Context: an optimization exercise on an open-source flow, tuned for small area. The choices shown serve that exercise and are no tape-out recipe.
In this exercise RTL edits were held to simulation tests only and were not proved equivalent to the original.
Power is estimated from default activity; no workload was simulated.

## rev 12
// axi_regs
module axi_regs #(
    parameter AXI_ADDR_WIDTH = 32,  
    parameter logic [31:0] BASEADDR = 32'h00000000  
    ) (
    input  wire                      axi_aclk,
    input  wire                      axi_aresetn,
    input  wire [AXI_ADDR_WIDTH-1:0] s_axi_awaddr,
    input  wire [2:0]                s_axi_awprot,
    input  wire                      s_axi_awvalid,
    input  wire [7:0]                s_axi_awid,
    input  wire [7:0]                s_axi_awlen,
    input  wire [2:0]                s_axi_awsize,
    output wire                      s_axi_awready,
    input  wire [31:0]               s_axi_wdata,
    input  wire [3:0]                s_axi_wstrb,
    input  wire                      s_axi_wvalid,
    input  wire                      s_axi_wlast,
    output wire                      s_axi_wready,
    input  wire [AXI_ADDR_WIDTH-1:0] s_axi_araddr,
    input  wire [2:0]                s_axi_arprot,
    input  wire                      s_axi_arvalid,
    input  wire [7:0]                s_axi_arid,
    input  wire [7:0]                s_axi_arlen,
    input  wire [2:0]                s_axi_arsize,
    output wire                      s_axi_arready,
    output wire [31:0]               s_axi_rdata,
    output wire [1:0]                s_axi_rresp,
    output wire                      s_axi_rvalid,
    output wire [7:0]                s_axi_rid,
    output wire                      s_axi_rlast,
    input  wire                      s_axi_rready,
    output wire [1:0]                s_axi_bresp,
    output wire                      s_axi_bvalid,
    output wire [7:0]                s_axi_bid,
    input  wire                      s_axi_bready,
    output wire reg0_strobe,  
    output wire [31:0] reg0_value,  
    output wire reg1_strobe,  
    output wire [31:0] reg1_value,  
    output wire reg2_strobe,  
    output wire [31:0] reg2_value,  
    output wire reg3_strobe,  
    output wire [31:0] reg3_value,  
    output wire reg4_strobe,  
    input wire [31:0] reg4_value,  
    output wire reg5_strobe,  
    output wire [31:0] reg5_value,  
    input wire reg6_value_set,  
    output wire reg7_strobe,  
    output wire [31:0] reg7_value,  
    output wire reg8_strobe,  
    output wire [31:0] reg8_value,  
    output wire reg9_strobe,  
    output wire [31:0] reg9_value,  
    output wire reg10_strobe,  
    output wire [31:0] reg10_value,  
    output wire reg11_strobe,  
    output wire [31:0] reg11_value,  
    output wire reg12_strobe,  
    output wire [31:0] reg12_value,  
    output wire reg13_strobe,  
    output wire [31:0] reg13_value,  
    output wire reg14_strobe,  
    output wire [31:0] reg14_value,  
    output wire reg15_strobe,  
    output wire [31:0] reg15_value,  
    output wire reg16_strobe,  
    output wire [31:0] reg16_value,  
    output wire reg17_strobe,  
    output wire [31:0] reg17_value,  
    output wire reg18_strobe,  
    output wire [31:0] reg18_value,  
    output wire reg19_strobe,  
    output wire [31:0] reg19_value,  
    output wire reg20_strobe,  
    output wire [31:0] reg20_value,  
    output wire reg21_strobe,  
    output wire [31:0] reg21_value,  
    output wire reg22_strobe,  
    output wire [31:0] reg22_value,  
    output wire reg23_strobe,  
    output wire [31:0] reg23_value,  
    output wire reg24_strobe,  
    output wire [31:0] reg24_value,  
    output wire reg25_strobe,  
    output wire [31:0] reg25_value,  
    output wire reg26_strobe,  
    output wire [31:0] reg26_value,  
    output wire reg27_strobe,  
    output wire [31:0] reg27_value,  
    output wire reg28_strobe,  
    output wire [31:0] reg28_value,  
    output wire reg29_strobe,  
    output wire [31:0] reg29_value,  
    output wire reg30_strobe,  
    output wire [31:0] reg30_value,  
    output wire reg31_strobe,  
    output wire [31:0] reg31_value  
    );
Settings: LEC_CHECK=0, CAP_MARGIN=20, CORE_AREA=4 4 421 421, DIE_AREA=0 0 425 425, PLACE_DENSITY=0.8, SLEW_MARGIN=20, SYNTH_HIERARCHICAL=1; clock period 5.0 ns.
standard.sh (not shown) runs the stock make flow with config.mk's settings and CLKGATE_MAP_FILE= SYNTH_SCRIPT=/design/flow/synth_recipe.tcl, a recipe that flattens the netlist after the stock synthesis.
==> flow/flow/run.sh <==
#!/bin/bash
# The standard ORFS layout (standard.sh), with two changes in how the
# layout is built:
#  - port buffers use the smallest buffer cell (buf_1) instead of the
#    delay-buffer cell buffer_ports picks by default;
#  - CTS clusters more sinks per leaf buffer and adds no dummy loads.
export BUFFER_PORTS_ARGS="-buffer_cell sky130_fd_sc_hd__buf_1"
export CTS_ARGS="-sink_clustering_enable -repair_clock_nets -dont_use_dummy_load -sink_clustering_size 25 -sink_clustering_max_diameter 100"
bash standard.sh > standard.log 2>&1
Input changes introduced in rev 13 (baseline for comparison: rev 12):
Settings: removing CORE_AREA (formerly 4 4 421 421); changing PLACE_DENSITY from 0.8 to 0.6; removing DIE_AREA (formerly 0 0 425 425); setting CORE_UTILIZATION to 40 for the first time; setting CORE_MARGIN to 2 for the first time.
[summary]
For rev 13, the flow was terminated by a tool error in I/O pin placement and produced no final design.
Compared rev 12 against rev 13; parity-gate share of the synthesized area counting xor and xnor cells within noise.
X dimension of the die down about 23% in rev 13 wrt rev 12
Per the comparison of rev 13 with rev 12, die extent in y has decreased, total standard cell area after synthesis has remained practically unchanged, number of placement rows has decreased.

* * *

Starting RTL as in the previous note.
==> flow/design.v (excerpt) <==
module axi_regs #(
    parameter AXI_ADDR_WIDTH = 32,  
    parameter logic [31:0] BASEADDR = 32'h00000000  
    ) (
    input  wire                      axi_aclk,
    input  wire                      axi_aresetn,
    input  wire [AXI_ADDR_WIDTH-1:0] s_axi_awaddr,
    input  wire [2:0]                s_axi_awprot,
    input  wire                      s_axi_awvalid,
    input  wire [7:0]                s_axi_awid,
    input  wire [7:0]                s_axi_awlen,
    input  wire [2:0]                s_axi_awsize,
    output wire                      s_axi_awready,
    input  wire [31:0]               s_axi_wdata,
    input  wire [3:0]                s_axi_wstrb,
    input  wire                      s_axi_wvalid,
    input  wire                      s_axi_wlast,
    output wire                      s_axi_wready,
    input  wire [AXI_ADDR_WIDTH-1:0] s_axi_araddr,
    input  wire [2:0]                s_axi_arprot,
    input  wire                      s_axi_arvalid,
    input  wire [7:0]                s_axi_arid,
  ...
export LEC_CHECK = 0
export CAP_MARGIN = 5
export CORE_AREA = 4 4 421 421
export DIE_AREA = 0 0 425 425
export PLACE_DENSITY = 0.6
export SLEW_MARGIN = 5
export SYNTH_HIERARCHICAL = 1
create_clock -name core_clock -period 5.0 [get_ports {axi_aclk}]
Scripts as last shown in full above: flow/flow/run.sh
Change:
--- a/flow/flow/run.sh
+++ b/flow/flow/run.sh
@@ -8,0 +9 @@
+export PLACE_PINS_ARGS="-min_distance 1 -min_distance_in_tracks"
CAP_MARGIN = 20   (was 5)
CORE_AREA = default   (was 4 4 421 421)
CORE_MARGIN = 2   (was default)
CORE_UTILIZATION = 45   (was default)
DIE_AREA = default   (was 0 0 425 425)
SLEW_MARGIN = 20   (was 5)
Effect: Via count falls by 2.4%; cell area is lower by 3.4%; total power shrinks by 4.3%; fmax went up by 9.4%; wire length shrinks by 21%; synthesized area stays the same; setup slack gains 0.41 ns; die area decreases by 47%.
Change:
--- a/flow/flow/run.sh
+++ b/flow/flow/run.sh
@@ -9 +8,0 @@
-export PLACE_PINS_ARGS="-min_distance 1 -min_distance_in_tracks"
CORE_UTILIZATION = 65   (was 45)
PLACE_DENSITY = 0.75   (was 0.6)
Effect: Now the flow did not get past I/O pin placement (3_2_place_iop) on PPL-0024; synthesized cell count does not change; area after synthesis does not change.
Change:
--- a/flow/flow/run.sh
+++ b/flow/flow/run.sh
@@ -8 +8 @@
-export CTS_ARGS="-sink_clustering_enable -repair_clock_nets -dont_use_dummy_load -sink_clustering_size 25 -sink_clustering_max_diameter 100"
+export CTS_ARGS="-sink_clustering_enable -repair_clock_nets -dont_use_dummy_load -sink_clustering_size 30 -sink_clustering_max_diameter 100"
CORE_AREA = 4 4 421 421   (was default)
CORE_MARGIN = default   (was 2)
CORE_UTILIZATION = default   (was 65)
DIE_AREA = 0 0 425 425   (was default)
PLACE_DENSITY = 0.6   (was 0.75)
Result: Now the flow finished with timing, DRC and antenna clean; synthesized area is unchanged; synthesized cell count stays the same.
Change:
--- a/flow/flow/run.sh
+++ b/flow/flow/run.sh
@@ -8 +8 @@
-export CTS_ARGS="-sink_clustering_enable -repair_clock_nets -dont_use_dummy_load -sink_clustering_size 30 -sink_clustering_max_diameter 100"
+export CTS_ARGS="-sink_clustering_enable -repair_clock_nets -dont_use_dummy_load -sink_clustering_size 25 -sink_clustering_max_diameter 100"
Final cell count hardly moves.
Via count stays flat.
Sequential cell count is unchanged.
Count of clock-buffer cells in the layout came out higher by 5.
Synthesized area is unchanged.

## port drivers added, routing unchanged
No port has a modelled driver above. Below, the same layouts with a new extraction and two added sets of constraints. Step 1: set_driving_cell puts a clkbuf_16 on axi_aclk and a buf_2 on each other input, an assumption about the parent block. Step 2, shift: input delay + t, output delay - t, t = (earliest + latest rising clock arrival at the registers) / 2. This alone moves slack from input paths to output paths. Three values: no drivers, after step 1, after step 2; two values: the first two.
run | t, ns | setup slack, ns | hold WS [ns] | clock arrival spread, ns
rev 12 | 0.741 | 0.347 / 0.276 / 0.602 | 0.376 / 0.333 / 0.477 | 0.141 / 0.141
the first run of note 2 | 0.764 | 0.230 / 0.146 / 0.549 | 0.453 / 0.418 / 0.453 | 0.122 / 0.121
the second run of note 2 | 0.714 | 0.641 / 0.570 / 0.851 | 0.402 / 0.354 / 0.484 | 0.090 / 0.090
the fourth run of note 2 | 0.744 | 0.340 / 0.255 / 0.666 | 0.446 / 0.431 / 0.446 | 0.143 / 0.143
the fifth run of note 2 | 0.764 | 0.280 / 0.194 / 0.651 | 0.446 / 0.434 / 0.446 | 0.105 / 0.105
After both steps setup and hold are still met in every run listed.
